Source: an optimization exercise on an open RTL-to-GDS flow (aim: small area, a short achievable clock period and few clock cycles per item). Production flows keep margins and buffers that such runs may drop. The RTL was checked by simulation tests, not by an equivalence proof against the original design. Power and IR drop assume default switching activity.

`flow/flow/run.sh`:
```
#!/bin/bash
# The standard layout, with two changes: Yosys's synth runs without its quick
# internal abc pass (so the full adders extract without inverters; the final
# abc mapping still runs), and the port buffers are plain buffer cells.
set -euo pipefail
export SYNTH_ARGS="-noabc"
export BUFFER_PORTS_ARGS="-buffer_cell sky130_fd_sc_hd__buf_1"
export CTS_ARGS="-sink_clustering_enable -repair_clock_nets -dont_use_dummy_load"
bash standard.sh finish > standard_flow.log 2>&1
```
`flow/standard.sh`:
```
#!/bin/bash
# synth_recipe.tcl (not shown) runs the flow's synth.tcl, then flattens the netlist and writes it again
# the make line also repeats each setting of config.mk as NAME=value (left out here)
make -C /OpenROAD-flow-scripts/flow DESIGN_CONFIG=/design/flow/config.mk WORK_HOME=/design/flow/orfs CLKGATE_MAP_FILE= SYNTH_SCRIPT=/design/flow/synth_recipe.tcl "${@:-finish}"
```
`flow/config.mk`:
```
export PLATFORM = sky130hd
export DESIGN_NAME = systolic_pe
export DESIGN_NICKNAME = systolic_pe
export VERILOG_FILES = /design/flow/design.v
export SDC_FILE = /design/flow/constraint.sdc
export NUM_CORES = 4
export LEC_CHECK = 0
export CAP_MARGIN = 20
export CORE_MARGIN = 2
export CORE_UTILIZATION = 40
export GPL_TIMING_DRIVEN = 0
export SETUP_SLACK_MARGIN = 1.5
export SLEW_MARGIN = 20
```
`flow/constraint.sdc`:
```
create_clock -name core_clock -period 5.0 [get_ports {clk}]
set_input_delay 1.0000 -clock core_clock [delete_from_list [all_inputs] [get_ports {clk}]]
set_output_delay 1.0000 -clock core_clock [all_outputs]
set_load 0.01 [all_outputs]
```
`flow/design.v`:
```
`default_nettype none
module systolic_pe(
  clk, reset, cntrl,
  i_stb, o_stb, i_busy, o_busy,
  data_in, weight_in, acc_in,
  acc_out, data_out, weight_out
);
  input wire clk;
  input wire reset;
  input wire cntrl;
  input wire i_stb;
  input wire i_busy;
  input wire [7:0] data_in;
  input wire [7:0] weight_in;
  input wire [31:0] acc_in;
  output wire [31:0] acc_out;
  output wire [7:0] data_out;
  output wire [7:0] weight_out;
  output wire o_stb;
  output wire o_busy;
  reg valid;
  wire load = ~valid | ~i_busy;
  always @(posedge clk) begin
    if (reset) valid <= 1'b0;
    else if (load) valid <= i_stb;
  end
  assign o_stb  = valid;
  assign o_busy = valid;
  wire pp0_0 = data_in[0] & weight_in[0];
  wire pp0_1 = data_in[0] & weight_in[1];
  wire pp0_2 = data_in[0] & weight_in[2];
  wire pp0_3 = data_in[0] & weight_in[3];
  wire pp0_4 = data_in[0] & weight_in[4];
  wire pp0_5 = data_in[0] & weight_in[5];
  wire pp0_6 = data_in[0] & weight_in[6];
  wire pp0_7 = data_in[0] & weight_in[7];
  wire pp1_0 = data_in[1] & weight_in[0];
  wire pp1_1 = data_in[1] & weight_in[1];
  wire pp1_2 = data_in[1] & weight_in[2];
  wire pp1_3 = data_in[1] & weight_in[3];
  wire pp1_4 = data_in[1] & weight_in[4];
  wire pp1_5 = data_in[1] & weight_in[5];
  wire pp1_6 = data_in[1] & weight_in[6];
  wire pp1_7 = data_in[1] & weight_in[7];
  wire pp2_0 = data_in[2] & weight_in[0];
  wire pp2_1 = data_in[2] & weight_in[1];
  wire pp2_2 = data_in[2] & weight_in[2];
  wire pp2_3 = data_in[2] & weight_in[3];
  wire pp2_4 = data_in[2] & weight_in[4];
  wire pp2_5 = data_in[2] & weight_in[5];
  wire pp2_6 = data_in[2] & weight_in[6];
  wire pp2_7 = data_in[2] & weight_in[7];
  wire pp3_0 = data_in[3] & weight_in[0];
  wire pp3_1 = data_in[3] & weight_in[1];
  wire pp3_2 = data_in[3] & weight_in[2];
  wire pp3_3 = data_in[3] & weight_in[3];
  wire pp3_4 = data_in[3] & weight_in[4];
  wire pp3_5 = data_in[3] & weight_in[5];
  wire pp3_6 = data_in[3] & weight_in[6];
  wire pp3_7 = data_in[3] & weight_in[7];
  wire pp4_0 = data_in[4] & weight_in[0];
  wire pp4_1 = data_in[4] & weight_in[1];
  wire pp4_2 = data_in[4] & weight_in[2];
  wire pp4_3 = data_in[4] & weight_in[3];
  wire pp4_4 = data_in[4] & weight_in[4];
  wire pp4_5 = data_in[4] & weight_in[5];
  wire pp4_6 = data_in[4] & weight_in[6];
  wire pp4_7 = data_in[4] & weight_in[7];
  wire pp5_0 = data_in[5] & weight_in[0];
  wire pp5_1 = data_in[5] & weight_in[1];
  wire pp5_2 = data_in[5] & weight_in[2];
  wire pp5_3 = data_in[5] & weight_in[3];
  wire pp5_4 = data_in[5] & weight_in[4];
  wire pp5_5 = data_in[5] & weight_in[5];
  wire pp5_6 = data_in[5] & weight_in[6];
  wire pp5_7 = data_in[5] & weight_in[7];
  wire pp6_0 = data_in[6] & weight_in[0];
  wire pp6_1 = data_in[6] & weight_in[1];
  wire pp6_2 = data_in[6] & weight_in[2];
  wire pp6_3 = data_in[6] & weight_in[3];
  wire pp6_4 = data_in[6] & weight_in[4];
  wire pp6_5 = data_in[6] & weight_in[5];
  wire pp6_6 = data_in[6] & weight_in[6];
  wire pp6_7 = data_in[6] & weight_in[7];
  wire pp7_0 = data_in[7] & weight_in[0];
  wire pp7_1 = data_in[7] & weight_in[1];
  wire pp7_2 = data_in[7] & weight_in[2];
  wire pp7_3 = data_in[7] & weight_in[3];
  wire pp7_4 = data_in[7] & weight_in[4];
  wire pp7_5 = data_in[7] & weight_in[5];
  wire pp7_6 = data_in[7] & weight_in[6];
  wire pp7_7 = data_in[7] & weight_in[7];
  wire ha0_s = acc_in[5] ^ pp0_5;
  wire ha0_c = acc_in[5] & pp0_5;
  wire fa0_s = acc_in[6] ^ pp0_6 ^ pp1_5;
  wire fa0_c = (acc_in[6] & pp0_6) | (acc_in[6] & pp1_5) | (pp0_6 & pp1_5);
  wire ha1_s = pp2_4 ^ pp3_3;
  wire ha1_c = pp2_4 & pp3_3;
  wire fa1_s = acc_in[7] ^ pp0_7 ^ pp1_6;
  wire fa1_c = (acc_in[7] & pp0_7) | (acc_in[7] & pp1_6) | (pp0_7 & pp1_6);
  wire fa2_s = pp2_5 ^ pp3_4 ^ pp4_3;
  wire fa2_c = (pp2_5 & pp3_4) | (pp2_5 & pp4_3) | (pp3_4 & pp4_3);
  wire ha2_s = pp5_2 ^ pp6_1;
  wire ha2_c = pp5_2 & pp6_1;
  wire fa3_s = acc_in[8] ^ pp1_7 ^ pp2_6;
  wire fa3_c = (acc_in[8] & pp1_7) | (acc_in[8] & pp2_6) | (pp1_7 & pp2_6);
  wire fa4_s = pp3_5 ^ pp4_4 ^ pp5_3;
  wire fa4_c = (pp3_5 & pp4_4) | (pp3_5 & pp5_3) | (pp4_4 & pp5_3);
  wire ha3_s = pp6_2 ^ pp7_1;
  wire ha3_c = pp6_2 & pp7_1;
  wire fa5_s = acc_in[9] ^ pp2_7 ^ pp3_6;
  wire fa5_c = (acc_in[9] & pp2_7) | (acc_in[9] & pp3_6) | (pp2_7 & pp3_6);
  wire fa6_s = pp4_5 ^ pp5_4 ^ pp6_3;
  wire fa6_c = (pp4_5 & pp5_4) | (pp4_5 & pp6_3) | (pp5_4 & pp6_3);
  wire fa7_s = acc_in[10] ^ pp3_7 ^ pp4_6;
  wire fa7_c = (acc_in[10] & pp3_7) | (acc_in[10] & pp4_6) | (pp3_7 & pp4_6);
  wire ha4_s = acc_in[3] ^ pp0_3;
  wire ha4_c = acc_in[3] & pp0_3;
  wire fa8_s = acc_in[4] ^ pp0_4 ^ pp1_3;
  wire fa8_c = (acc_in[4] & pp0_4) | (acc_in[4] & pp1_3) | (pp0_4 & pp1_3);
  wire ha5_s = pp2_2 ^ pp3_1;
  wire ha5_c = pp2_2 & pp3_1;
  wire fa9_s = pp1_4 ^ pp2_3 ^ pp3_2;
  wire fa9_c = (pp1_4 & pp2_3) | (pp1_4 & pp3_2) | (pp2_3 & pp3_2);
  wire fa10_s = pp4_1 ^ pp5_0 ^ ha0_s;
  wire fa10_c = (pp4_1 & pp5_0) | (pp4_1 & ha0_s) | (pp5_0 & ha0_s);
  wire fa11_s = pp4_2 ^ pp5_1 ^ pp6_0;
  wire fa11_c = (pp4_2 & pp5_1) | (pp4_2 & pp6_0) | (pp5_1 & pp6_0);
  wire fa12_s = ha0_c ^ ha1_s ^ fa0_s;
  wire fa12_c = (ha0_c & ha1_s) | (ha0_c & fa0_s) | (ha1_s & fa0_s);
  wire fa13_s = pp7_0 ^ ha1_c ^ ha2_s;
  wire fa13_c = (pp7_0 & ha1_c) | (pp7_0 & ha2_s) | (ha1_c & ha2_s);
  wire fa14_s = fa0_c ^ fa1_s ^ fa2_s;
  wire fa14_c = (fa0_c & fa1_s) | (fa0_c & fa2_s) | (fa1_s & fa2_s);
  wire fa15_s = ha2_c ^ ha3_s ^ fa1_c;
  wire fa15_c = (ha2_c & ha3_s) | (ha2_c & fa1_c) | (ha3_s & fa1_c);
  wire fa16_s = fa2_c ^ fa3_s ^ fa4_s;
  wire fa16_c = (fa2_c & fa3_s) | (fa2_c & fa4_s) | (fa3_s & fa4_s);
  wire fa17_s = pp7_2 ^ ha3_c ^ fa3_c;
  wire fa17_c = (pp7_2 & ha3_c) | (pp7_2 & fa3_c) | (ha3_c & fa3_c);
  wire fa18_s = fa4_c ^ fa5_s ^ fa6_s;
  wire fa18_c = (fa4_c & fa5_s) | (fa4_c & fa6_s) | (fa5_s & fa6_s);
  wire fa19_s = pp5_5 ^ pp6_4 ^ pp7_3;
  wire fa19_c = (pp5_5 & pp6_4) | (pp5_5 & pp7_3) | (pp6_4 & pp7_3);
  wire fa20_s = fa5_c ^ fa6_c ^ fa7_s;
  wire fa20_c = (fa5_c & fa6_c) | (fa5_c & fa7_s) | (fa6_c & fa7_s);
  wire fa21_s = acc_in[11] ^ pp4_7 ^ pp5_6;
  wire fa21_c = (acc_in[11] & pp4_7) | (acc_in[11] & pp5_6) | (pp4_7 & pp5_6);
  wire fa22_s = pp6_5 ^ pp7_4 ^ fa7_c;
  wire fa22_c = (pp6_5 & pp7_4) | (pp6_5 & fa7_c) | (pp7_4 & fa7_c);
  wire fa23_s = acc_in[12] ^ pp5_7 ^ pp6_6;
  wire fa23_c = (acc_in[12] & pp5_7) | (acc_in[12] & pp6_6) | (pp5_7 & pp6_6);
  wire ha6_s = acc_in[2] ^ pp0_2;
  wire ha6_c = acc_in[2] & pp0_2;
  wire fa24_s = pp1_2 ^ pp2_1 ^ pp3_0;
  wire fa24_c = (pp1_2 & pp2_1) | (pp1_2 & pp3_0) | (pp2_1 & pp3_0);
  wire fa25_s = pp4_0 ^ ha4_c ^ ha5_s;
  wire fa25_c = (pp4_0 & ha4_c) | (pp4_0 & ha5_s) | (ha4_c & ha5_s);
  wire fa26_s = ha5_c ^ fa8_c ^ fa9_s;
  wire fa26_c = (ha5_c & fa8_c) | (ha5_c & fa9_s) | (fa8_c & fa9_s);
  wire fa27_s = fa9_c ^ fa11_s ^ fa10_c;
  wire fa27_c = (fa9_c & fa11_s) | (fa9_c & fa10_c) | (fa11_s & fa10_c);
  wire fa28_s = fa11_c ^ fa13_s ^ fa12_c;
  wire fa28_c = (fa11_c & fa13_s) | (fa11_c & fa12_c) | (fa13_s & fa12_c);
  wire fa29_s = fa13_c ^ fa15_s ^ fa14_c;
  wire fa29_c = (fa13_c & fa15_s) | (fa13_c & fa14_c) | (fa15_s & fa14_c);
  wire fa30_s = fa15_c ^ fa17_s ^ fa16_c;
  wire fa30_c = (fa15_c & fa17_s) | (fa15_c & fa16_c) | (fa17_s & fa16_c);
  wire fa31_s = fa19_s ^ fa17_c ^ fa18_c;
  wire fa31_c = (fa19_s & fa17_c) | (fa19_s & fa18_c) | (fa17_c & fa18_c);
  wire fa32_s = fa19_c ^ fa21_s ^ fa22_s;
  wire fa32_c = (fa19_c & fa21_s) | (fa19_c & fa22_s) | (fa21_s & fa22_s);
  wire fa33_s = pp7_5 ^ fa21_c ^ fa23_s;
  wire fa33_c = (pp7_5 & fa21_c) | (pp7_5 & fa23_s) | (fa21_c & fa23_s);
  wire fa34_s = acc_in[13] ^ pp6_7 ^ pp7_6;
  wire fa34_c = (acc_in[13] & pp6_7) | (acc_in[13] & pp7_6) | (pp6_7 & pp7_6);
  wire ha7_s = acc_in[1] ^ pp0_1;
  wire ha7_c = acc_in[1] & pp0_1;
  wire fa35_s = pp1_1 ^ pp2_0 ^ ha6_s;
  wire fa35_c = (pp1_1 & pp2_0) | (pp1_1 & ha6_s) | (pp2_0 & ha6_s);
  wire fa36_s = ha6_c ^ ha4_s ^ fa24_s;
  wire fa36_c = (ha6_c & ha4_s) | (ha6_c & fa24_s) | (ha4_s & fa24_s);
  wire fa37_s = fa24_c ^ fa8_s ^ fa25_s;
  wire fa37_c = (fa24_c & fa8_s) | (fa24_c & fa25_s) | (fa8_s & fa25_s);
  wire fa38_s = fa25_c ^ fa10_s ^ fa26_s;
  wire fa38_c = (fa25_c & fa10_s) | (fa25_c & fa26_s) | (fa10_s & fa26_s);
  wire fa39_s = fa26_c ^ fa12_s ^ fa27_s;
  wire fa39_c = (fa26_c & fa12_s) | (fa26_c & fa27_s) | (fa12_s & fa27_s);
  wire fa40_s = fa14_s ^ fa27_c ^ fa28_s;
  wire fa40_c = (fa14_s & fa27_c) | (fa14_s & fa28_s) | (fa27_c & fa28_s);
  wire fa41_s = fa16_s ^ fa28_c ^ fa29_s;
  wire fa41_c = (fa16_s & fa28_c) | (fa16_s & fa29_s) | (fa28_c & fa29_s);
  wire fa42_s = fa18_s ^ fa29_c ^ fa30_s;
  wire fa42_c = (fa18_s & fa29_c) | (fa18_s & fa30_s) | (fa29_c & fa30_s);
  wire fa43_s = fa20_s ^ fa30_c ^ fa31_s;
  wire fa43_c = (fa20_s & fa30_c) | (fa20_s & fa31_s) | (fa30_c & fa31_s);
  wire fa44_s = fa20_c ^ fa32_s ^ fa31_c;
  wire fa44_c = (fa20_c & fa32_s) | (fa20_c & fa31_c) | (fa32_s & fa31_c);
  wire fa45_s = fa22_c ^ fa33_s ^ fa32_c;
  wire fa45_c = (fa22_c & fa33_s) | (fa22_c & fa32_c) | (fa33_s & fa32_c);
  wire fa46_s = fa23_c ^ fa34_s ^ fa33_c;
  wire fa46_c = (fa23_c & fa34_s) | (fa23_c & fa33_c) | (fa34_s & fa33_c);
  wire fa47_s = acc_in[14] ^ pp7_7 ^ fa34_c;
  wire fa47_c = (acc_in[14] & pp7_7) | (acc_in[14] & fa34_c) | (pp7_7 & fa34_c);
  wire [16:0] row0 = {1'b0, fa47_c, fa46_c, fa45_c, fa44_c, fa43_c, fa42_c, fa41_c, fa40_c, fa39_c, fa38_c, fa37_c, fa36_c, fa35_c, ha7_c, pp1_0, acc_in[0]};
  wire [16:0] row1 = {1'b0, acc_in[15], fa47_s, fa46_s, fa45_s, fa44_s, fa43_s, fa42_s, fa41_s, fa40_s, fa39_s, fa38_s, fa37_s, fa36_s, fa35_s, ha7_s, pp0_0};
  wire top = row0[16] | row1[16];
  reg [7:0]  data_r;
  reg [7:0]  weight_r;
  reg [15:0] acc_hi_r;
  wire [7:0] sum_lo = row0[6:0] + row1[6:0];
  reg  [6:0] sum_lo_r;
  reg  [16:7] row0_r;
  reg  [15:7] row1_r;
  reg  cin_r;
  always @(posedge clk) begin
    if (load) begin
      data_r   <= data_in;
      weight_r <= weight_in;
      acc_hi_r <= acc_in[31:16];
      sum_lo_r <= sum_lo[6:0];
      cin_r    <= sum_lo[7];
      row0_r   <= {top, row0[15:7]};
      row1_r   <= row1[15:7];
    end
  end
  wire [10:0] mid = {row0_r[15:7], cin_r} + {row1_r[15:7], cin_r};
  wire inc = mid[10] | row0_r[16];
  wire [15:0] all1;
  assign all1[0] = 1'b1;
  assign all1[1] = &acc_hi_r[0:0];
  assign all1[2] = &acc_hi_r[1:0];
  assign all1[3] = &acc_hi_r[2:0];
  assign all1[4] = &acc_hi_r[3:0];
  assign all1[5] = &acc_hi_r[4:0];
  assign all1[6] = &acc_hi_r[5:0];
  assign all1[7] = &acc_hi_r[6:0];
  assign all1[8] = &acc_hi_r[7:0];
  assign all1[9] = &acc_hi_r[8:0];
  assign all1[10] = &acc_hi_r[9:0];
  assign all1[11] = &acc_hi_r[10:0];
  assign all1[12] = &acc_hi_r[11:0];
  assign all1[13] = &acc_hi_r[12:0];
  assign all1[14] = &acc_hi_r[13:0];
  assign all1[15] = &acc_hi_r[14:0];
  wire [15:0] hi = acc_hi_r ^ (all1 & {16{inc}});
  assign acc_out    = {hi, mid[9:1], sum_lo_r};
  assign data_out   = data_r;
  assign weight_out = weight_r;
endmodule
```
==> summary.md, run 1 <==
| Metric | Value |
|---|---|
| Status | `finished clean` |
| Gate Count Post-Synth | `306` |
| Layout cells sized above 1 | `9.81%` |
| Row cnt | `37` |
| Number of max-cap violations | `0` |
| Gr usage total | `16.3%` |
| Netlist cell types | `30` |
| Initial Utilization | `40.7%` |
| Mapped Area | `4170 sq um` |
| Peak supply drop | `0.000143 V` |
| Leak Pwr | `1.95 nW` |
| Final instance area | `4940 sq um` |
| Maximum clock rate | `291 MHz` |
| CTS clk-pin slew, worst paths | `60 ps` |
| Hold_ws | `577 ps` |
| Chip height | `106 microns` |
| Worst path cell trace | `buf_2 -> and2_4 -> fa_1 -> fa_1 -> fa_1 -> ha_1 -> or2_4 -> o21a_1` |
| Sequential power share | `35.9%` |
| CTS tree | `built` |
| Hold EP | `valid$_SDFFE_PP0P_` |
| Slowest CP cell | `fa_1` |
| Critical path's most frequent cell | `fa_1` |
| First-pass GRT wire length | `14,100 microns` |
| Setup TNS | `0 ps` |
| Clk root buf | `clkbuf_8` |
| Min-delay worst type | `reg -> reg` |
| Chip Width | `106 microns` |
| Drt via density | `4.87` |
| Ys Warns | `1` |
| Clk latency of the worst-skew pair | `350 ps` |
| Total CTS buffers | `9` |
| Reg2Reg Setup Slack | `3670 ps` |
| CP Data Required Time | `5090 ps` |
| Relative slew slack | `49.0%` |
| Critical Path Max Stage Delay | `550 ps` |
| Largest net degree at the start of global routing | `59` |
| WP data arrival | `3530 ps` |
| # clock sinks | `59` |
| Sw frac | `37.3%` |
| Worst reg2reg path depth | `1` |
| Nets@finish | `548` |
| Die area | `11,300 sq um` |
| Minimum clock period | `3440 ps` |
| Drt initial violations | `130` |
| Sequential fraction of the synthesis area | `42.3%` |
| # hold bufs at CTS | `0` |
| Worst slew pin tran | `764 ps` |
| RR Endpoint | `acc_hi_r[4]$_DFFE_PP_` |
| Remaining Overflow, GRT | `0` |
| Min-delay src | `valid$_SDFFE_PP0P_` |
| CP max FO | `9` |
| Worst hold path depth | `2` |
| P_sw | `0.749 mW` |
| Via count | `2,697` |
| Core footprint | `10,200 sq um` |
| Setup CP Type | `in -> reg` |
| Syn_nets | `434` |
| Drt total wl | `8620 microns` |
| Worst Setup End Kind | `register` |
| Int Pwr | `1.26 mW` |
| # port buffers | `101` |
| Util after Layout | `48.2%` |
| Fin. Hold Viols | `0` |
| Vias in the first global route | `2,905` |
| Setup Skew | `19.2 ps` |
| GP Congestion | `0.780` |
| DR pass1 iterations | `4` |
| Post-route ant nets | `0` |
| Clock power share | `15.9%` |
| DR WL/cell | `15.6 microns` |
| Combinational share of power | `48.3%` |
| IO Pins | `103` |
| Setup crit start kind | `input pin` |
| Power Total | `2.01 mW` |
| Pwr dens | `407 nW/um^2` |
| ANT cells | `0` |
| Count of final max-slew check failures | `0` |
| Final setup fails | `0` |
| R2r startpoint | `valid$_SDFFE_PP0P_` |
| Final HPWL from detailed placement | `6610 microns` |
| RSZ-0062 raised after global routing | `yes` |
| Post-synthesis sequential element count | `59` |
| Placed cell areas | `4730 sq um` |
| Period utilization | `68.8%` |
| DR DRC count | `0` |
| Area Growth Syn to Fin | `18.4%` |
| Number of antenna violations at the first check in global routing | `0` |
| H-tree depth | `3` |
| Filler cells | `953` |
| Mean post-synth cell area | `13.6 sq um` |
| Clock buffer depth | `2` |
[final cells by class]
type                            count  area (sq um)  area share (%)
Buffer                              5          37.5           0.760
Clock buffer                        9           124            2.51
Inverter                            1          3.75          0.0760
Multi-Input combinational cell    241          2430            49.2
Sequential cell                    59          1760            35.7
Tap cell                          136           170            3.45
Timing Repair Buffer              103           409            8.29
[power groups by stage]
stage / combinational, mW / sequential (mW) / clock (mW)
2_1_floorplan: 0.632 / 0.736 / 0
6_report: 0.969 / 0.720 / 0.319
3_3_place_gp: 0.899 / 0.726 / 0
4_1_cts: 0.941 / 0.720 / 0.336
3_5_place_dp: 0.924 / 0.729 / 0
5_1_grt: 1.09 / 0.732 / 0.351
[metrics by stage]
step                      setup slack, ps  cells
final                                1560    554
after floorplan                      1460    306
after global routing                 1430    554
after detailed placement             1020    543
after global placement               1040    543
after CTS                            1490    552
[timing repair]
item,4_1_cts,5_1_grt
pin swaps,0,3
resized for setup,12,15
hold endpoints to repair,0,0
setup buffers,0,2
endpoints found under the setup margin,14,15
[worst max-delay path, delay by kind of cell]
| family | cells | cell delay [ps] |
|---|---|---|
| AO/OA/AOI/OAI | 1 | 160 |
| adder cells (fa/ha/maj) | 4 | 1810 |
| buffers and inverters | 1 | 160 |
| AND/OR/NAND/NOR | 2 | 400 |
[Yosys cell counts (all sizes together)]
master	n	area share (%)
ha	25	7.5
and2	64	9.6
or2	1	0.15
a21oi	10	1.2
a21o	3	0.54
dfxtp	1	0.48
nand2	4	0.36
nand3	11	1.3
a211oi	2	0.36
buf	5	0.69
edfxtp	58	42
and3	8	1.4
inv	1	0.090
a41oi	1	0.21
o21bai	1	0.18
xnor2	21	4.4
nor2b	3	0.45
xor2	5	1.1
nor3	3	0.36
o21ai	5	0.60
fa	50	24
o21a	4	0.72
and4	1	0.27
nand4	5	0.75
o41ai	1	0.21
a31oi	1	0.15
nor2	12	1.1
[flip-flops by register name, indices dropped and copies added (netlist names)]
register / flops
sum_lo_r: 7
cin_r: 1
row1_r: 9
weight_r: 8
row0_r: 9
valid: 1
data_r: 8
acc_hi_r: 16
[metal layers]
layer / global-route usage, % / vias up / routed length, microns
li1: - / 1289 / -
met1: 21.6 / 1325 / 4080
met2: 27.1 / 76 / 4050
met3: 3.56 / 7 / 382
met4: 4.98 / 0 / 101
met5: 0 / - / 0
[how the worst max path moves through the flow]
stage,from,to,slack (ps),cells past startpoint
after floorplan,data_in[3],sum_lo_r[5]$_DFFE_PP_,1460,7
after global placement,weight_in[3],sum_lo_r[5]$_DFFE_PP_,1040,8
after detailed placement,data_in[2],sum_lo_r[5]$_DFFE_PP_,1020,8
after CTS,row0_r[7]$_DFFE_PP_,acc_out[17],1490,9
after global routing,row0_r[5]$_DFFE_PP_,acc_out[23],1430,10
final,data_in[3],sum_lo_r[5]$_DFFE_PP_,1560,8
[cells in the final DEF (no fill, tap or decap), types with 2 or more instances in the layout]
| master | instances |
|---|---|
| buf_2 | 9 |
| buf_1 | 90 |
| nor3_1 | 2 |
| o21a_1 | 4 |
| nand2_1 | 3 |
| ha_1 | 24 |
| nand4_1 | 5 |
| a21oi_1 | 9 |
| and2_1 | 63 |
| buf_4 | 5 |
| edfxtp_1 | 58 |
| nor2b_1 | 3 |
| o21ai_0 | 5 |
| clkbuf_8 | 9 |
| and3_4 | 2 |
| fa_1 | 49 |
| and3_1 | 6 |
| a21o_1 | 3 |
| nand3_1 | 10 |
| nor2_1 | 11 |
| xnor2_1 | 21 |
| xor2_1 | 5 |
| clkbuf_2 | 3 |
[cell families after synthesis]
| group | synth area share [%] |
|---|---|
| compound gates | 4.17 |
| flops | 42.3 |
| buf+inv | 0.780 |
| simple gates | 15.8 |
| fa+ha+maj | 31.5 |
| xor+xnor | 5.46 |
Testbench counts, summed over its fixed seeds: cycles 2,056, items 2,048.
==> inputs of run 2 (changes only) <==
--- a/flow/config.mk
+++ b/flow/config.mk
@@ -7,7 +7,6 @@
 export LEC_CHECK = 0
 export CAP_MARGIN = 20
 export CORE_MARGIN = 2
-export CORE_UTILIZATION = 40
-export GPL_TIMING_DRIVEN = 0
+export CORE_UTILIZATION = 30
 export SETUP_SLACK_MARGIN = 1.5
 export SLEW_MARGIN = 20
==> summary.md, run 2 <==
| Metric | Value |
|---|---|
| Status | `finished clean` |
| Mapped Area | `4170 sq um` |
| DR WL/cell | `14.6 microns` |
| Compound-Gate Fraction of Synth Area | `4.17%` |
| FF+latch area | `1760 sq um` |
| Xor/xnor share of the synthesized area | `5.46%` |
| IO Pins | `103` |
| Final HPWL from detailed placement | `7020 microns` |
| Adder-Cell Fraction of Synth Area | `31.5%` |
| H-tree depth | `3` |
| Peak supply drop | `0.000182 V` |
| # clock sinks | `59` |
| Clk root buf | `clkbuf_16` |
| Post-Synth Simple-Gate Area | `15.8%` |
| Worst Setup End Kind | `register` |
| Leak Pwr | `1.97 nW` |
| Post-synth ARST share | `0%` |
| CTS tree | `built` |
| Regs by FF count | `acc_hi_r x16, row0_r x9, row1_r x9` |
| Chip Width | `122 microns` |
| Maximum clock rate | `291 MHz` |
| Vias in the first global route | `2,942` |
| Gate Count Post-Synth | `306` |
| First-pass GRT wire length | `14,300 microns` |
| Relative slew slack | `52.8%` |
| Via count | `2,682` |
| Filler cells | `1,356` |
| Area of the multi-input gates | `2410 sq um` |
| Top FF cell, synth | `edfxtp_1` |
| Most frequent cells in the layout | `91 x buf_1, 63 x and2_1, 58 x edfxtp_1` |
| Yosys top cell area share | `41.8%` |
| Netlist cell types | `30` |
| Total CTS buffers | `9` |
| Post-synthesis sequential element count | `59` |
| Minimum clock period | `3430 ps` |
| Row cnt | `43` |
| Largest reg by FF count | `acc_hi_r` |
| Syn_nets | `434` |
| Max reg flops | `16` |
| Clock buffer depth | `2` |
| Remaining Overflow, GRT | `0` |
| Mean post-synth cell area | `13.6 sq um` |
| RSZ-0062 raised after global routing | `no` |
| Drt via density | `4.51` |
| Setup Skew | `16.6 ps` |
| Main combinational cell family by area after synthesis | `adder cells` |
| Gr usage total | `12.6%` |
| WP data arrival | `3500 ps` |
| Top cells by area, synth | `edfxtp_1 42%, fa_1 24%, and2_1 9.6%, ha_1 7.5%, xnor2_1 4.4%` |
| DR pass1 iterations | `4` |
| Post-route ant nets | `0` |
| Commonest non-fill, non-tap cell in the layout | `buf_1` |
| Drt initial violations | `68` |
| CP Data Required Time | `5070 ps` |
| CTS clk-pin slew, worst paths | `40 ps` |
| Util after Layout | `36.8%` |
| Period utilization | `68.7%` |
| CP max FO | `9` |
| ANT cells | `0` |
| Chip height | `122 microns` |
| Largest net degree at the start of global routing | `59` |
| Most frequent cells after synthesis | `64 x and2_1, 58 x edfxtp_1, 50 x fa_1, 25 x ha_1, 21 x xnor2_1` |
| Number of antenna violations at the first check in global routing | `0` |
| Worst slew pin tran | `709 ps` |
| Number of max-cap violations | `0` |
| Count of final max-slew check failures | `0` |
| Most frequent cell after synthesis | `and2_1` |
| Min-delay worst type | `reg -> reg` |
| Setup crit start kind | `input pin` |
| Setup TNS | `0 ps` |
| Post-synthesis mux area share | `0%` |
| DR DRC count | `0` |
| Final setup fails | `0` |
| Nets@finish | `545` |
| Die area | `14,900 sq um` |
| # hold bufs at CTS | `0` |
| # port buffers | `101` |
| Clk latency of the worst-skew pair | `330 ps` |
| Drt total wl | `8660 microns` |
| GP Congestion | `0.783` |
| Power Total | `2.16 mW` |
| Fin. Hold Viols | `0` |
| Layout cells sized above 1 | `8.43%` |
| Initial Utilization | `30.4%` |
| Top cell type by total area after synthesis | `edfxtp_1` |
| Sequential fraction of the synthesis area | `42.3%` |
| Setup CP Type | `in -> reg` |
| Post-synth EDFFs | `58` |
| Pwr dens | `429 nW/um^2` |
| Area Growth Syn to Fin | `21.0%` |
| Core footprint | `13,700 sq um` |
| Ys Warns | `1` |
run 2: worst paths after layout:
| kind | startpoint | endpoint | slack [ps] | cells past startpoint |
|---|---|---|---|---|
| setup / recovery | data_in[3] | sum_lo_r[5]$_DFFE_PP_ | 1570 | 8 |
| hold / removal | valid$_SDFFE_PP0P_ | valid$_SDFFE_PP0P_ | 550 | 2 |
| setup reg to reg | valid$_SDFFE_PP0P_ | sum_lo_r[2]$_DFFE_PP_ | 3650 | 2 |
| hold reg to reg | valid$_SDFFE_PP0P_ | valid$_SDFFE_PP0P_ | 550 | 2 |
run 2: layout make-up:
type	count	share of cell area [%]
Sequential cell	59	34.9
Timing Repair Buffer	105	8.36
Multi-Input combinational cell	241	47.7
Clock buffer	9	4.47
Inverter	1	0.0744
Tap cell	180	4.47
run 2: repair_timing:
item                                    4_1_cts  5_1_grt
resized for setup                            10        7
pin swaps                                     0        4
endpoints found under the setup margin       18       19
buffers inserted                              0        3
run 2: critical path, stage by stage:
cell and delay, ps:
buf_2 160, and2_4 180, fa_1 540, fa_1 440, fa_1 470, ha_1 320
or2_4 230, o21a_1 160
run 2: power breakdown:
part | internal [mW] | total, mW | switching, mW
registers | 0.679 | 0.722 | 0.0430
logic | 0.408 | 0.956 | 0.548
clock network | 0.312 | 0.484 | 0.173
run 2: cells by family after synthesis:
group | count (synthesis)
adder cells (fa/ha/maj) | 75
XOR/XNOR | 26
buffers and inverters | 6
AO/OA/AOI/OAI | 28
flip-flops | 59
AND/OR/NAND/NOR | 112
run 2: metal layers:
| metal | track usage, % | share of wire [%] | vias to the layer above |
|---|---|---|---|
| met5 | 0 | 0 | - |
| met4 | 4.67 | 1.8 | 0 |
| met3 | 3.32 | 5.2 | 12 |
| met2 | 21.3 | 50 | 67 |
| met1 | 15.3 | 43 | 1315 |
| li1 | - | - | 1288 |
run 2: stage by stage:
stage	std cells	area, sq um	hold WS, ps	setup slack [ps]
after global placement	583	4760	527	1070
after detailed placement	583	4760	545	1050
after floorplan	306	4170	549	1460
final	595	5040	547	1570
after CTS	592	5000	550	1520
after global routing	595	5040	642	1500
==> inputs of run 3 (changes only) <==
--- a/flow/config.mk
+++ b/flow/config.mk
@@ -7,6 +7,6 @@
 export LEC_CHECK = 0
 export CAP_MARGIN = 20
 export CORE_MARGIN = 2
-export CORE_UTILIZATION = 30
-export SETUP_SLACK_MARGIN = 1.5
+export CORE_UTILIZATION = 40
+export SETUP_SLACK_MARGIN = 1.7
 export SLEW_MARGIN = 20
==> summary.md, run 3 <==
| Metric | Value |
|---|---|
| Status | `finished clean` |
| Post-synth EDFFs | `58` |
| Chip Width | `106 microns` |
| CTS clk-pin slew, worst paths | `60 ps` |
| Setup crit start kind | `input pin` |
| RR Endpoint | `row0_r[4]$_DFFE_PP_` |
| Fin. Hold Viols | `0` |
| Row cnt | `37` |
| Maximum clock rate | `299 MHz` |
| DR pass1 iterations | `6` |
| Total CTS buffers | `9` |
| Worst path depth | `8` |
| Critical path's most frequent cell | `fa_1` |
| Top FF cell, synth | `edfxtp_1` |
| Worst Setup End Kind | `register` |
| DR DRC count | `0` |
| Top cell type by total area after synthesis | `edfxtp_1` |
| Final setup fails | `0` |
| Commonest non-fill, non-tap cell in the layout | `buf_1` |
| Min-delay src | `valid$_SDFFE_PP0P_` |
| Leak Pwr | `2.02 nW` |
| Max reg flops | `16` |
| IO Pins | `103` |
| Regs by FF count | `acc_hi_r x16, row0_r x9, row1_r x9` |
| Die area | `11,300 sq um` |
| Mean post-synth cell area | `13.6 sq um` |
| Ys Warns | `1` |
| DR WL/cell | `15.8 microns` |
| Drt initial violations | `97` |
| Post-synthesis sequential element count | `59` |
| Initial Utilization | `40.7%` |
| Via count | `2,733` |
| # port buffers | `101` |
| CP max FO | `9` |
| Most frequent cells in the layout | `70 x buf_1, 61 x and2_1, 58 x edfxtp_1` |
| WP buf/inv | `1` |
| Final HPWL from detailed placement | `6540 microns` |
| Hold EP | `valid$_SDFFE_PP0P_` |
| Vias in the first global route | `2,769` |
| Setup Skew | `21.3 ps` |
| Pre-CTS WS | `1040 ps` |
| WP data arrival | `3420 ps` |
| Peak supply drop | `0.000157 V` |
| Netlist cell types | `30` |
| Syn_nets | `434` |
| Most frequent cells after synthesis | `64 x and2_1, 58 x edfxtp_1, 50 x fa_1, 25 x ha_1, 21 x xnor2_1` |
| Gr usage total | `16.1%` |
| RSZ-0062 raised after global routing | `yes` |
| Gate Count Post-Synth | `306` |
| Count of final max-slew check failures | `0` |
| Top cells by area, synth | `edfxtp_1 42%, fa_1 24%, and2_1 9.6%, ha_1 7.5%, xnor2_1 4.4%` |
| FF+latch area | `1760 sq um` |
| Clk latency of the worst-skew pair | `340 ps` |
| # clock sinks | `59` |
| Relative slew slack | `52.1%` |
| Chip height | `106 microns` |
| CTS tree | `built` |
| CP Data Required Time | `5070 ps` |
| Post-route ant nets | `0` |
| Mapped Area | `4170 sq um` |
| Reg2Reg Setup Slack | `3640 ps` |
| Most frequent cell after synthesis | `and2_1` |
| Drt via density | `4.97` |
| Largest net degree at the start of global routing | `59` |
| Worst setup margin | `1660 ps` |
| Drt total wl | `8660 microns` |
| Delay-heaviest family, CP | `adder cells` |
| H-tree depth | `3` |
| Clk root buf | `clkbuf_8` |
| Core footprint | `10,200 sq um` |
| Worst hold path depth | `2` |
| Worst path cell trace | `buf_6 -> and2_4 -> fa_1 -> fa_1 -> fa_1 -> ha_4 -> or2_4 -> o21a_1` |
| Minimum clock period | `3340 ps` |
| Post-synth ARST share | `0%` |
| Slowest CP cell | `fa_1` |
| Pwr dens | `417 nW/um^2` |
| Worst reg2reg path depth | `2` |
| Layout cells sized above 1 | `19.1%` |
| GP Congestion | `0.779` |
| Sequential fraction of the synthesis area | `42.3%` |
| Yosys top cell area share | `41.8%` |
| Number of max-cap violations | `0` |
| Area of the multi-input gates | `2600 sq um` |
| # hold bufs at CTS | `0` |
| Nets@finish | `544` |
| Setup TNS | `0 ps` |
| Worst slew pin tran | `718 ps` |
| Period utilization | `66.9%` |
| R2r startpoint | `valid$_SDFFE_PP0P_` |
| Setup CP Type | `in -> reg` |
| Largest reg by FF count | `acc_hi_r` |
| First-pass GRT wire length | `13,900 microns` |
| Clock buffer depth | `2` |
| ANT cells | `0` |
| Number of antenna violations at the first check in global routing | `0` |
| Filler cells | `931` |
| Critical Path Max Stage Delay | `550 ps` |
| Remaining Overflow, GRT | `0` |
| Area Growth Syn to Fin | `24.0%` |
| Min-delay worst type | `reg -> reg` |
run 3: cell counts after synthesis:
No cell type changed its count.
run 3: tightest hold or removal path: cells and delay by family, from the launching register on:
family,cells,cell delay (ps)
flops,1,330
compound gates,1,130
simple gates,1,40
run 3: metrics by stage:
stage / power [mW] / instance area, sq um / hold slack (ps) / std cells / util, %
5_1_grt: 2.33 / 5170 / 589 / 550 / 50.5
4_1_cts: 2.05 / 4950 / 553 / 549 / 48.4
2_1_floorplan: 1.37 / 4180 / 549 / 306 / -
3_3_place_gp: 1.62 / 4710 / 540 / 539 / 46.0
3_5_place_dp: 1.65 / 4710 / 543 / 539 / 46.0
6_report: 2.16 / 5170 / 545 / 550 / 50.5
run 3: metal layers:
layer	track usage, %	part of all wire [%]	routed length, microns	vias to the layer above
li1	-	-	-	1286
met1	21.8	47	4080	1360
met2	26.5	48	4130	83
met3	3.00	4.6	399	4
met4	4.51	0.62	54	0
met5	0	0	0	-
run 3: cell type report:
cell class	instances	area share (%)
Sequential cell	59	34.1
Inverter	1	0.0727
Timing Repair Buffer	104	9.74
Tap cell	136	3.29
Multi-Input combinational cell	241	50.4
Clock buffer	9	2.40
run 3: worst max path at each step:
stage	start	to	slack [ps]
after floorplan	data_in[3]	sum_lo_r[5]$_DFFE_PP_	1460
after global placement	data_in[1]	sum_lo_r[5]$_DFFE_PP_	1070
final	data_in[2]	sum_lo_r[5]$_DFFE_PP_	1660
after detailed placement	data_in[1]	sum_lo_r[5]$_DFFE_PP_	1040
after CTS	data_in[2]	sum_lo_r[5]$_DFFE_PP_	1690
after global routing	row1_r[7]$_DFFE_PP_	acc_out[17]	1560
run 3: power breakdown:
group	internal (mW)	leakage, nW	switching (mW)	total (mW)
Sequential	0.678	0.616	0.0507	0.729
Clock	0.160	0.0647	0.156	0.315
Combinational	0.511	1.34	0.600	1.11
run 3: logic make-up after synthesis:
kind of cell	synth area share, %
and+or+nand+nor	15.8
adders and majority gates	31.5
DFF	42.3
AOI/OAI and AO/OA	4.17
xor gates and xnor gates	5.46
buffers and inverters	0.780
run 3: repair_timing:
action,in CTS,in global routing
gates resized for setup,35,63
setup buffers,1,0
pin swaps,9,14
gates cloned,0,1
endpoints found under the setup margin,25,22
==> inputs of run 4 (changes only) <==
--- a/flow/config.mk
+++ b/flow/config.mk
@@ -10,3 +10,4 @@
 export CORE_UTILIZATION = 40
 export SETUP_SLACK_MARGIN = 1.7
 export SLEW_MARGIN = 20
+export TNS_END_PERCENT = 10
==> summary.md, run 4 <==
| Metric | Value |
|---|---|
| RSZ-0062 raised after global routing | `yes` |
| Setup TNS | `0 ps` |
| Number of antenna violations at the first check in global routing | `0` |
| Util after Layout | `48.2%` |
| Sequential fraction of the synthesis area | `42.3%` |
| Vias in the first global route | `2,830` |
| Clk root buf | `clkbuf_8` |
| Worst reg2reg path depth | `2` |
| Hold_ws | `552 ps` |
| Remaining Overflow, GRT | `0` |
| Gate Count Post-Synth | `306` |
| Worst path cell trace | `buf_4 -> and2_4 -> fa_1 -> fa_1 -> fa_1 -> ha_4 -> or2_4 -> o21a_1` |
| Count of final max-slew check failures | `0` |
| Post-route ant nets | `0` |
| DR pass1 iterations | `4` |
| Number of max-cap violations | `0` |
| Top FF cell, synth | `edfxtp_1` |
| Syn_nets | `434` |
| # clock sinks | `59` |
| ANT cells | `0` |
| Mean post-synth cell area | `13.6 sq um` |
| Post-synth ARST share | `0%` |
| Worst slew pin tran | `532 ps` |
| Leak Pwr | `1.93 nW` |
| Clock buffer depth | `2` |
| Final HPWL from detailed placement | `6630 microns` |
| Minimum clock period | `3400 ps` |
| Min-delay worst type | `reg -> reg` |
| GP Congestion | `0.773` |
| Yosys top cell area share | `41.8%` |
| R2r startpoint | `valid$_SDFFE_PP0P_` |
| Critical path's most frequent cell | `fa_1` |
| Largest net degree at the start of global routing | `43` |
| Final setup fails | `0` |
| Reg2Reg Setup Slack | `3430 ps` |
| Hold EP | `valid$_SDFFE_PP0P_` |
| Sw frac | `37.3%` |
| Delay-heaviest family, CP | `adder cells` |
| Ys Warns | `1` |
| Drt via density | `4.89` |
| Dpl cells | `539` |
| Peak supply drop | `0.000151 V` |
| Regs by FF count | `acc_hi_r x16, row0_r x9, row1_r x9` |
| Top cells by area, synth | `edfxtp_1 42%, fa_1 24%, and2_1 9.6%, ha_1 7.5%, xnor2_1 4.4%` |
| Worst hold path depth | `2` |
| Initial Utilization | `40.7%` |
| Max reg flops | `16` |
| Area Growth Syn to Fin | `18.4%` |
| Gr usage total | `16.2%` |
| CP Data Required Time | `5080 ps` |
| Most frequent cells after synthesis | `64 x and2_1, 58 x edfxtp_1, 50 x fa_1, 25 x ha_1, 21 x xnor2_1` |
| IO Pins | `103` |
| # port buffers | `101` |
| Die area | `11,300 sq um` |
| Via count | `2,687` |
| Drt initial violations | `141` |
| Combinational share of power | `48.5%` |
| Maximum clock rate | `295 MHz` |
| Relative slew slack | `64.5%` |
| Commonest non-fill, non-tap cell in the layout | `buf_1` |
| # hold bufs at CTS | `0` |
| DR WL/cell | `15.4 microns` |
| Post-synthesis sequential element count | `59` |
| Setup Skew | `26.1 ps` |
| Layout cells sized above 1 | `10.7%` |
| Nets@finish | `543` |
| Clock power share | `16.0%` |
| Largest reg by FF count | `acc_hi_r` |
| First-pass GRT wire length | `13,900 microns` |
| Period utilization | `67.9%` |
| Min-delay src | `valid$_SDFFE_PP0P_` |
| Most frequent cells in the layout | `88 x buf_1, 61 x and2_1, 58 x edfxtp_1` |
| Core footprint | `10,200 sq um` |
| Total CTS buffers | `9` |
| Most frequent cell after synthesis | `and2_1` |
| WP buf/inv | `1` |
| Clk latency of the worst-skew pair | `350 ps` |
| Fin. Hold Viols | `0` |
| Post-synth EDFFs | `58` |
| Pwr dens | `410 nW/um^2` |
| CTS clk-pin slew, worst paths | `50 ps` |
| H-tree depth | `3` |
| DR DRC count | `0` |
| Setup crit start kind | `input pin` |
| Drt total wl | `8430 microns` |
| Int Pwr | `1.27 mW` |
| P_sw | `0.755 mW` |
| Netlist cell types | `30` |
| Setup CP Type | `in -> reg` |
| Row cnt | `37` |
| Chip height | `106 microns` |
| Worst Setup End Kind | `register` |
| WP data arrival | `3470 ps` |
| Status | `finished clean` |
| Final Non-Filler Cells | `549` |
| Chip Width | `106 microns` |
| RR Endpoint | `sum_lo_r[3]$_DFFE_PP_` |
| Mapped Area | `4170 sq um` |
| Top cell type by total area after synthesis | `edfxtp_1` |
| Slowest CP cell | `fa_1` |
| CTS tree | `built` |
| Critical Path Max Stage Delay | `570 ps` |
| CP max FO | `9` |
| Sequential power share | `35.5%` |
==> run 4: area by class of cell <==
type / instances / area [sq um]
clock buffers: 9 / 124
fillers: 969 / 5300
inverters: 1 / 3.75
multi-input cells: 241 / 2450
flip-flops and latches: 59 / 1760
well taps: 136 / 170
repair buffers: 103 / 428
==> run 4: tightest hold or removal path, cell delays in order, from the launching register on <==
cell	delay [ps]
dfxtp_1	340
a21oi_1	130
nor2_1	40
==> run 4: how the worst max path moves through the flow <==
stage,startpoint,to,depth (start not counted)
global placement,data_in[1],sum_lo_r[5]$_DFFE_PP_,8
CTS,row0_r[0]$_DFFE_PP_,acc_out[13],7
floorplan,data_in[3],sum_lo_r[5]$_DFFE_PP_,7
global route,row1_r[7]$_DFFE_PP_,acc_out[17],9
detailed placement,data_in[1],sum_lo_r[5]$_DFFE_PP_,8
finish,data_in[1],sum_lo_r[5]$_DFFE_PP_,8
==> run 4: kinds of logic after synthesis <==
logic type | Yosys count | share of synthesized area (%)
flops | 59 | 42.3
fa+ha+maj | 75 | 31.5
simple gates | 112 | 15.8
compound gates | 28 | 4.17
buf+inv | 6 | 0.780
xor+xnor | 26 | 5.46
==> run 4: routing by layer <==
layer  vias up  wire, microns  track usage, %
li1       1283              -               -
met1      1319           3920            21.6
met2        74           3930            26.3
met3        11            412            3.80
met4         0            163            5.36
met5         -              0               0
==> run 4: power groups by stage <==
stage / Sequential (mW) / Combinational [mW] / Clock (mW)
5_1_grt: 0.729 / 1.11 / 0.353
3_3_place_gp: 0.726 / 0.891 / 0
2_1_floorplan: 0.736 / 0.632 / 0
3_5_place_dp: 0.729 / 0.916 / 0
6_report: 0.719 / 0.983 / 0.323
4_1_cts: 0.719 / 0.965 / 0.334
==> run 4: per-stage QoR <==
| step | power [mW] | cell area (sq um) | worst slack, ps |
|---|---|---|---|
| 6_report | 2.02 | 4940 | 1600 |
| 5_1_grt | 2.19 | 4940 | 1550 |
| 4_1_cts | 2.02 | 4890 | 1590 |
| 3_5_place_dp | 1.64 | 4700 | 1050 |
| 3_3_place_gp | 1.62 | 4700 | 1070 |
| 2_1_floorplan | 1.37 | 4170 | 1460 |
==> run 4: timing repair <==
action | CTS | global route
setup buffers | 1 | 0
resized for setup | 16 | 15
pin swaps | 4 | 7
endpoints found under the setup margin | 22 | 30
gates cloned | 0 | 0
==> inputs of run 5 (changes only) <==
--- a/flow/config.mk
+++ b/flow/config.mk
@@ -8,6 +8,6 @@
 export CAP_MARGIN = 20
 export CORE_MARGIN = 2
 export CORE_UTILIZATION = 40
-export SETUP_SLACK_MARGIN = 1.7
+export SETUP_SLACK_MARGIN = 1.9
 export SLEW_MARGIN = 20
 export TNS_END_PERCENT = 10
==> summary.md, run 5 <==
| Metric | Value |
|---|---|
| Setup TNS | `0 ps` |
| Clock buffer depth | `2` |
| Leak Pwr | `1.97 nW` |
| Syn_nets | `434` |
| Status | `finished clean` |
| Top FF cell, synth | `edfxtp_1` |
| # hold bufs at CTS | `0` |
| Gate Count Post-Synth | `306` |
| Layout cells sized above 1 | `14.4%` |
| Worst slew pin tran | `530 ps` |
| Nets@finish | `546` |
| Initial Utilization | `40.7%` |
| Max reg flops | `16` |
| Pwr dens | `414 nW/um^2` |
| Core footprint | `10,200 sq um` |
| CTS clk-pin slew, worst paths | `50 ps` |
| # clock sinks | `59` |
| Dpl cells | `539` |
| CP Data Required Time | `5080 ps` |
| CP max FO | `9` |
| Mean post-synth cell area | `13.6 sq um` |
| Chip height | `106 microns` |
| Top cells by area, synth | `edfxtp_1 42%, fa_1 24%, and2_1 9.6%, ha_1 7.5%, xnor2_1 4.4%` |
| Drt total wl | `8650 microns` |
| Number of max-cap violations | `0` |
| Yosys top cell area share | `41.8%` |
| Most frequent cells after synthesis | `64 x and2_1, 58 x edfxtp_1, 50 x fa_1, 25 x ha_1, 21 x xnor2_1` |
| Relative slew slack | `64.7%` |
| DR pass1 iterations | `4` |
| Final HPWL from detailed placement | `6630 microns` |
| H-tree depth | `3` |
| Clk latency of the worst-skew pair | `350 ps` |
| Top cell type by total area after synthesis | `edfxtp_1` |
| Total CTS buffers | `9` |
| Largest net degree at the start of global routing | `43` |
| Commonest non-fill, non-tap cell in the layout | `buf_1` |
| Chip Width | `106 microns` |
| Drt via density | `4.94` |
| Remaining Overflow, GRT | `0` |
| Most frequent cell after synthesis | `and2_1` |
| Final Non-Filler Cells | `552` |
| Mapped Area | `4170 sq um` |
| Sequential fraction of the synthesis area | `42.3%` |
| Pre-CTS WS | `1050 ps` |
| Via count | `2,725` |
| Maximum clock rate | `300 MHz` |
| DR WL/cell | `15.7 microns` |
| Setup crit start kind | `input pin` |
| Final setup fails | `0` |
| Clk root buf | `clkbuf_8` |
| Period utilization | `66.7%` |
| Ys Warns | `1` |
| GP Congestion | `0.773` |
| Final instance area | `5090 sq um` |
| IO Pins | `103` |
| Post-route ant nets | `0` |
| Most frequent cells in the layout | `83 x buf_1, 59 x and2_1, 58 x edfxtp_1` |
| Setup Skew | `24.8 ps` |
| Row cnt | `37` |
| RSZ-0062 raised after global routing | `yes` |
| Die area | `11,300 sq um` |
| WP data arrival | `3410 ps` |
| Setup CP Type | `in -> reg` |
| First-pass GRT wire length | `14,100 microns` |
| Netlist cell types | `30` |
| Post-synth ARST share | `0%` |
| Count of final max-slew check failures | `0` |
| # port buffers | `101` |
| Worst Setup End Kind | `register` |
| Post-synthesis sequential element count | `59` |
| Minimum clock period | `3330 ps` |
| Util after Layout | `49.8%` |
| Number of antenna violations at the first check in global routing | `0` |
| Post-synth EDFFs | `58` |
| Vias in the first global route | `2,882` |
| Area Growth Syn to Fin | `22.2%` |
| Fin. Hold Viols | `0` |
| Min-delay worst type | `reg -> reg` |
| Placed cell areas | `4700 sq um` |
| ANT cells | `0` |
| Peak supply drop | `0.000153 V` |
| Drt initial violations | `136` |
| Largest reg by FF count | `acc_hi_r` |
| Regs by FF count | `acc_hi_r x16, row0_r x9, row1_r x9` |
| DR DRC count | `0` |
| Worst setup margin | `1670 ps` |
| CTS tree | `built` |
| Gr usage total | `16.5%` |
-- run 5: kinds of logic after synthesis --
family / count (synthesis) / share of synthesized area [%]
and+or+nand+nor: 112 / 15.8
buffers and inverters: 6 / 0.780
DFF: 59 / 42.3
AOI/OAI and AO/OA: 28 / 4.17
adders and majority gates: 75 / 31.5
xor gates and xnor gates: 26 / 5.46
-- run 5: per-layer routing --
metal / part of all wire [%] / vias up / global-route usage (%)
met4: 1.6 / 0 / 6.77
met2: 48 / 79 / 26.7
met1: 46 / 1345 / 21.8
met3: 4.9 / 9 / 3.25
met5: 0 / - / 0
li1: - / 1292 / -
-- run 5: what timing repair did --
action / CTS / global route
cloned: 0 / 1
gates resized for setup: 40 / 18
buffers inserted: 3 / 0
pin swaps: 10 / 5
endpoints found under the setup margin: 35 / 36
-- run 5: path summary, 6_finish.rpt --
kind / from / to / slack [ps] / cells after the start
hold reg to reg: valid$_SDFFE_PP0P_ / valid$_SDFFE_PP0P_ / 550 / 2
setup reg to reg: valid$_SDFFE_PP0P_ / data_r[2]$_DFFE_PP_ / 3440 / 2
hold / removal: valid$_SDFFE_PP0P_ / valid$_SDFFE_PP0P_ / 550 / 2
setup / recovery: weight_in[4] / sum_lo_r[5]$_DFFE_PP_ / 1670 / 8
-- run 5: power by group --
part           internal (mW)  switching, mW  total, mW
Clock                  0.160          0.165      0.324
Combinational          0.492          0.571       1.06
Sequential             0.678         0.0456      0.723
-- run 5: per-stage QoR --
step	hold slack, ps	power [mW]
floorplan	549	1.37
global placement	540	1.62
detailed placement	550	1.64
CTS	556	2.07
global route	601	2.28
finish	552	2.11
-- run 5: critical path: stages --
cell and delay, ps:
buf_6 110, and2_4 160, fa_1 560, fa_1 440
fa_1 540, ha_4 220, or2_4 220, o21a_1 160
-- run 5: area by class of cell --
type                    count  area [sq um]
fillers                   945          5140
multi-input cells         241          2540
flip-flops and latches     59          1760
repair buffers            106           498
well taps                 136           170
clock buffers               9           124
inverters                   1          3.75
==> inputs of run 6 (changes only) <==
--- a/flow/config.mk
+++ b/flow/config.mk
@@ -8,6 +8,5 @@
 export CAP_MARGIN = 20
 export CORE_MARGIN = 2
 export CORE_UTILIZATION = 40
-export SETUP_SLACK_MARGIN = 1.9
+export SETUP_SLACK_MARGIN = 1.3
 export SLEW_MARGIN = 20
-export TNS_END_PERCENT = 10
==> summary.md, run 6 <==
| Metric | Value |
|---|---|
| Filler cells | `989` |
| Most frequent cells after synthesis | `64 x and2_1, 58 x edfxtp_1, 50 x fa_1, 25 x ha_1, 21 x xnor2_1` |
| Post-synthesis sequential element count | `59` |
| Maximum clock rate | `278 MHz` |
| Top FF cell, synth | `edfxtp_1` |
| Row cnt | `37` |
| Worst slew pin tran | `721 ps` |
| Largest reg by FF count | `acc_hi_r` |
| Final HPWL from detailed placement | `6610 microns` |
| Clock buffer depth | `2` |
| Ys Warns | `1` |
| Worst setup margin | `1410 ps` |
| Clock power share | `16.2%` |
| Sequential fraction of the synthesis area | `42.3%` |
| H-tree depth | `3` |
| Combinational share of power | `46.9%` |
| Clk root buf | `clkbuf_8` |
| # port buffers | `101` |
| Nets@finish | `542` |
| # hold bufs at CTS | `0` |
| Most frequent cells in the layout | `97 x buf_1, 64 x and2_1, 58 x edfxtp_1` |
| DR DRC count | `0` |
| Final setup fails | `0` |
| Top cells by area, synth | `edfxtp_1 42%, fa_1 24%, and2_1 9.6%, ha_1 7.5%, xnor2_1 4.4%` |
| GP Congestion | `0.791` |
| Count of final max-slew check failures | `0` |
| Mapped Area | `4170 sq um` |
| Gate Count Post-Synth | `306` |
| Drt total wl | `8410 microns` |
| Post-synth ARST share | `0%` |
| Chip Width | `106 microns` |
| Layout cells sized above 1 | `4.85%` |
| Netlist cell types | `30` |
| Sequential power share | `36.9%` |
| Total CTS buffers | `9` |
| Post-CTS Setup Bufs | `0` |
| Status | `finished clean` |
| Setup Skew | `16.6 ps` |
| Peak supply drop | `0.000137 V` |
| Int Pwr | `1.22 mW` |
| Setup crit start kind | `input pin` |
| Placed cell areas | `4700 sq um` |
| Period utilization | `71.9%` |
| IO Pins | `103` |
| Max reg flops | `16` |
| RSZ-0062 raised after global routing | `no` |
| Area Growth Syn to Fin | `16.0%` |
| DR pass1 iterations | `4` |
| Drt via density | `4.88` |
| Number of max-cap violations | `0` |
| Minimum clock period | `3590 ps` |
| Setup TNS | `0 ps` |
| Power Total | `1.95 mW` |
| Relative slew slack | `51.9%` |
| Final instance area | `4830 sq um` |
| P_sw | `0.726 mW` |
| CTS tree | `built` |
| Pwr dens | `403 nW/um^2` |
| Fin. Hold Viols | `0` |
| Largest net degree at the start of global routing | `59` |
| Clk latency of the worst-skew pair | `340 ps` |
| ANT cells | `0` |
| Worst Setup End Kind | `register` |
| First-pass GRT wire length | `13,700 microns` |
| Min-delay worst type | `reg -> reg` |
| Regs by FF count | `acc_hi_r x16, row0_r x9, row1_r x9` |
| CP max FO | `9` |
| CP Data Required Time | `5070 ps` |
| Die area | `11,300 sq um` |
| Leak Pwr | `1.89 nW` |
| Util after Layout | `47.3%` |
| Setup CP Type | `in -> reg` |
| Via count | `2,674` |
| Mean post-synth cell area | `13.6 sq um` |
| Post-route ant nets | `0` |
| Syn_nets | `434` |
| Yosys top cell area share | `41.8%` |
| Number of antenna violations at the first check in global routing | `0` |
| WP data arrival | `3670 ps` |
| Initial Utilization | `40.7%` |
| CTS clk-pin slew, worst paths | `60 ps` |
| Drt initial violations | `132` |
| Commonest non-fill, non-tap cell in the layout | `buf_1` |
| Post-synth EDFFs | `58` |
| Most frequent cell after synthesis | `and2_1` |
| Gr usage total | `15.8%` |
| Core footprint | `10,200 sq um` |
| Pre-CTS WS | `1030 ps` |
| Top cell type by total area after synthesis | `edfxtp_1` |
| # clock sinks | `59` |
| DR WL/cell | `15.4 microns` |
| Vias in the first global route | `2,894` |
| Chip height | `106 microns` |
| Remaining Overflow, GRT | `0` |
| Sw frac | `37.2%` |
[run 6: power by group through the flow]
| stage | Combinational (mW) | Sequential [mW] | Clock, mW |
|---|---|---|---|
| 2_1_floorplan | 0.627 | 0.736 | 0 |
| 3_3_place_gp | 0.886 | 0.727 | 0 |
| 3_5_place_dp | 0.916 | 0.730 | 0 |
| 4_1_cts | 0.922 | 0.720 | 0.335 |
| 5_1_grt | 1.04 | 0.730 | 0.354 |
| 6_report | 0.915 | 0.719 | 0.316 |
[run 6: cell type report]
class                      instances  area [sq um]  area share (%)
multi-input combinational        241          2380            49.3
sequential                        59          1760            36.4
timing repair buffer             102           392            8.10
tap                              136           170            3.52
clock buffer                       9           124            2.56
inverter                           1          3.75          0.0776
[run 6: stage by stage]
| stage | instances | hold slack, ps |
|---|---|---|
| floorplan | 306 | 549 |
| global placement | 539 | 540 |
| detailed placement | 539 | 551 |
| CTS | 548 | 560 |
| global route | 548 | 644 |
| finish | 548 | 555 |
[run 6: cell families (layout without fill, tap and decap cells)]
family                     Yosys count  in the layout  share of synthesized area [%]
AOI/OAI and AO/OA                   28             28                           4.17
xor gates and xnor gates            26             26                           5.46
adders and majority gates           75             75                           31.5
buffers and inverters                6            112                          0.780
DFF                                 59             59                           42.3
and+or+nand+nor                    112            112                           15.8
[run 6: layer usage]
layer / share of wire (%) / wire, microns / track usage (%)
met5: 0 / 0 / 0
met1: 46 / 3900 / 20.8
met3: 4.3 / 361 / 3.43
met2: 48 / 4070 / 26.9
met4: 0.97 / 82 / 3.95
[run 6: timing repair]
action | in CTS | in global routing
cloned | 0 | 0
setup endpoints to repair | 12 | 15
gates resized for setup | 1 | 5
[run 6: final timing paths]
check | startpoint | slack [ps] | endpoint | cells past startpoint
hold / removal | valid$_SDFFE_PP0P_ | 550 | valid$_SDFFE_PP0P_ | 2
setup / recovery | weight_in[4] | 1410 | sum_lo_r[5]$_DFFE_PP_ | 8
setup reg to reg | valid$_SDFFE_PP0P_ | 3630 | row0_r[0]$_DFFE_PP_ | 2
hold reg to reg | valid$_SDFFE_PP0P_ | 550 | valid$_SDFFE_PP0P_ | 2
[run 6: critical path, stage by stage]
cell	delay [ps]
buf_1	270
and2_1	220
fa_1	410
fa_1	550
fa_1	430
ha_1	320
or2_2	300
o21a_1	160
==> inputs of run 7 (changes only) <==
--- a/flow/flow/run.sh
+++ b/flow/flow/run.sh
@@ -5,5 +5,5 @@
 set -euo pipefail
 export SYNTH_ARGS="-noabc"
 export BUFFER_PORTS_ARGS="-buffer_cell sky130_fd_sc_hd__buf_1"
-export CTS_ARGS="-sink_clustering_enable -repair_clock_nets -dont_use_dummy_load"
+export CTS_ARGS="-sink_clustering_enable -repair_clock_nets -dont_use_dummy_load -buf_list sky130_fd_sc_hd__clkbuf_4"
 bash standard.sh finish > standard_flow.log 2>&1
--- a/flow/config.mk
+++ b/flow/config.mk
@@ -8,5 +8,5 @@
 export CAP_MARGIN = 20
 export CORE_MARGIN = 2
 export CORE_UTILIZATION = 40
-export SETUP_SLACK_MARGIN = 1.3
+export SETUP_SLACK_MARGIN = 1.5
 export SLEW_MARGIN = 20
==> summary.md, run 7 <==
| Metric | Value |
|---|---|
| Status | `finished clean` |
| Regs by FF count | `acc_hi_r x16, row0_r x9, row1_r x9` |
| # port buffers | `101` |
| Chip Width | `106 microns` |
| Row cnt | `37` |
| Final instance area | `4860 sq um` |
| Mapped Area | `4170 sq um` |
| CP max FO | `9` |
| Core footprint | `10,200 sq um` |
| Most frequent cell after synthesis | `and2_1` |
| Drt total wl | `8450 microns` |
| Largest reg by FF count | `acc_hi_r` |
| Post-synthesis sequential element count | `59` |
| Sequential fraction of the synthesis area | `42.3%` |
| DR pass1 iterations | `4` |
| Util after Layout | `47.5%` |
| Drt initial violations | `153` |
| Fin. Hold Viols | `0` |
| Clk latency of the worst-skew pair | `430 ps` |
| Worst Setup SP | `data_in[3]` |
| Ys Warns | `1` |
| Top cells by area, synth | `edfxtp_1 42%, fa_1 24%, and2_1 9.6%, ha_1 7.5%, xnor2_1 4.4%` |
| Maximum clock rate | `292 MHz` |
| Top FF cell, synth | `edfxtp_1` |
| Leak Pwr | `1.89 nW` |
| Worst hold path depth | `2` |
| Most frequent cells after synthesis | `64 x and2_1, 58 x edfxtp_1, 50 x fa_1, 25 x ha_1, 21 x xnor2_1` |
| Combinational share of power | `50.4%` |
| Number of max-cap violations | `0` |
| Setup crit start kind | `input pin` |
| Min-delay worst type | `reg -> reg` |
| Clock buffer depth | `2` |
| Final setup fails | `0` |
| Most frequent cells in the layout | `93 x buf_1, 63 x and2_1, 58 x edfxtp_1` |
| Area Growth Syn to Fin | `16.6%` |
| Final HPWL from detailed placement | `6630 microns` |
| Netlist cell types | `30` |
| WP data arrival | `3570 ps` |
| Pwr dens | `397 nW/um^2` |
| Total CTS buffers | `9` |
| Yosys top cell area share | `41.8%` |
| Reg2Reg Setup Slack | `3440 ps` |
| Sequential power share | `37.3%` |
| CP Data Required Time | `5150 ps` |
| Min-delay src | `valid$_SDFFE_PP0P_` |
| Layout cells sized above 1 | `8.47%` |
| Largest net degree at the start of global routing | `43` |
| Gr usage total | `16.2%` |
| RSZ-0062 raised after global routing | `yes` |
| Worst reg2reg path depth | `2` |
| Sw frac | `38.4%` |
| Initial Utilization | `40.7%` |
| Period utilization | `68.5%` |
| R2r startpoint | `valid$_SDFFE_PP0P_` |
| Top cell type by total area after synthesis | `edfxtp_1` |
| # hold bufs at CTS | `0` |
| Via count | `2,701` |
| Count of final max-slew check failures | `0` |
| Relative slew slack | `64.7%` |
| Clk root buf | `clkbuf_4` |
| Post-synth ARST share | `0%` |
| Max reg flops | `16` |
| ANT cells | `0` |
| Commonest non-fill, non-tap cell in the layout | `buf_1` |
| # clock sinks | `59` |
| Placed cell areas | `4700 sq um` |
| DR WL/cell | `15.4 microns` |
| Post-route ant nets | `0` |
| IO Pins | `103` |
| CTS clk-pin slew, worst paths | `70 ps` |
| Gate Count Post-Synth | `306` |
| Setup TNS | `0 ps` |
| Peak supply drop | `0.000136 V` |
| GP Congestion | `0.773` |
| Setup Skew | `40.8 ps` |
| P_sw | `0.742 mW` |
| Clock power share | `12.3%` |
| Pre-CTS WS | `1050 ps` |
| Worst slew pin tran | `529 ps` |
| Remaining Overflow, GRT | `0` |
| H-tree depth | `3` |
| Worst Setup End Kind | `register` |
| Int Pwr | `1.19 mW` |
| CTS tree | `built` |
| Chip height | `106 microns` |
| DR DRC count | `0` |
| Post-synth EDFFs | `58` |
| Drt via density | `4.92` |
| Minimum clock period | `3420 ps` |
| Syn_nets | `434` |
| Setup CP Type | `in -> reg` |
| Vias in the first global route | `2,807` |
| Filler cells | `975` |
| Number of antenna violations at the first check in global routing | `0` |
| RR Endpoint | `weight_r[2]$_DFFE_PP_` |
| Worst setup margin | `1580 ps` |
| First-pass GRT wire length | `13,800 microns` |
| Hold EP | `valid$_SDFFE_PP0P_` |
| Nets@finish | `543` |
| Mean post-synth cell area | `13.6 sq um` |
| Die area | `11,300 sq um` |
run 7: cell counts after synthesis:
Identical to the previous run, type by type.
run 7: worst max-delay path, cell delays in order:
cell	delay, ps
clkbuf_2	160
and2_4	190
fa_1	570
fa_1	450
fa_1	470
ha_1	330
or2_4	230
o21a_1	160
run 7: stage by stage:
stage	power [mW]	instances	hold WS, ps
after floorplan	1.37	306	549
after global placement	1.62	539	540
after detailed placement	1.64	539	550
after CTS	1.90	548	559
after global routing	2.10	549	607
final	1.93	549	556
run 7: final cells by class:
cell class / instances / area [sq um] / area share [%]
Multi-Input combinational cell: 241 / 2440 / 50.2
Sequential cell: 59 / 1760 / 36.3
Timing Repair Buffer: 103 / 417 / 8.58
Tap cell: 136 / 170 / 3.50
Clock buffer: 9 / 67.6 / 1.39
Inverter: 1 / 3.75 / 0.0773
run 7: repair_timing:
action	CTS	global route
resized for setup	7	13
setup endpoints to repair	19	20
buffers inserted	0	1
pin swaps	0	4
run 7: how the worst max path moves through the flow:
stage | to | slack (ps) | cells past startpoint
final | sum_lo_r[5]$_DFFE_PP_ | 1580 | 8
after detailed placement | sum_lo_r[5]$_DFFE_PP_ | 1050 | 8
after CTS | acc_out[13] | 1500 | 7
after global placement | sum_lo_r[5]$_DFFE_PP_ | 1070 | 8
after global routing | acc_out[17] | 1430 | 9
after floorplan | sum_lo_r[5]$_DFFE_PP_ | 1460 | 7
run 7: routing by layer:
layer	global-route usage [%]	share of wire, %	vias up
met3	3.80	5.7	10
li1	-	-	1284
met1	21.7	46	1330
met2	25.9	47	77
met4	6.20	1.3	0
met5	0	0	-
run 7: power by group through the flow:
stage / logic [mW] / registers (mW) / clock network (mW)
CTS: 0.933 / 0.718 / 0.250
global route: 1.10 / 0.730 / 0.269
floorplan: 0.632 / 0.736 / 0
detailed placement: 0.916 / 0.729 / 0
finish: 0.973 / 0.719 / 0.238
global placement: 0.891 / 0.726 / 0
run 7: kinds of logic (layout without fill, tap and decap cells):
| group | Yosys count | after routing | share of synthesized area, % |
|---|---|---|---|
| AND/OR/NAND/NOR | 112 | 112 | 15.8 |
| adder cells (fa/ha/maj) | 75 | 75 | 31.5 |
| flip-flops | 59 | 59 | 42.3 |
| AO/OA/AOI/OAI | 28 | 28 | 4.17 |
| XOR/XNOR | 26 | 26 | 5.46 |
| buffers and inverters | 6 | 113 | 0.780 |

-- afterwards: timing with drivers on the ports --
In the flow no input, the clock included, has a driving cell. The finished layouts below were timed again as built, in two steps. Step 1 assumes that a clkbuf_16 drives the clock port and a buf_2 every other input. Step 2 also shifts input and output timing later by t, the mid clock arrival at the registers, as if the neighbouring blocks saw the same clock. Slacks: no drivers / after step 1 / after step 2; pairs: no drivers / after step 1.
run	shift t [ns]	setup WS [ns]	worst slew at a driven data input, ns	pins driven straight from the clock port
run 1	0.362	1.560 / 1.560 / 1.212	0.04	1
run 2	0.358	1.566 / 1.585 / 1.227	0.05	1
run 3	0.353	1.657 / 1.655 / 1.305	0.05	1
run 4	0.366	1.605 / 1.616 / 1.250	0.05	1
run 5	0.367	1.666 / 1.665 / 1.298	0.05	1
run 6	0.350	1.406 / 1.414 / 1.064	0.05	1
run 7	0.434	1.577 / 1.586 / 1.152	0.05	1
After both steps every run listed still meets setup and hold. For run 7, which loses most, drivers alone change the setup slack by +0.009 ns; drivers and shift together by -0.425 ns.
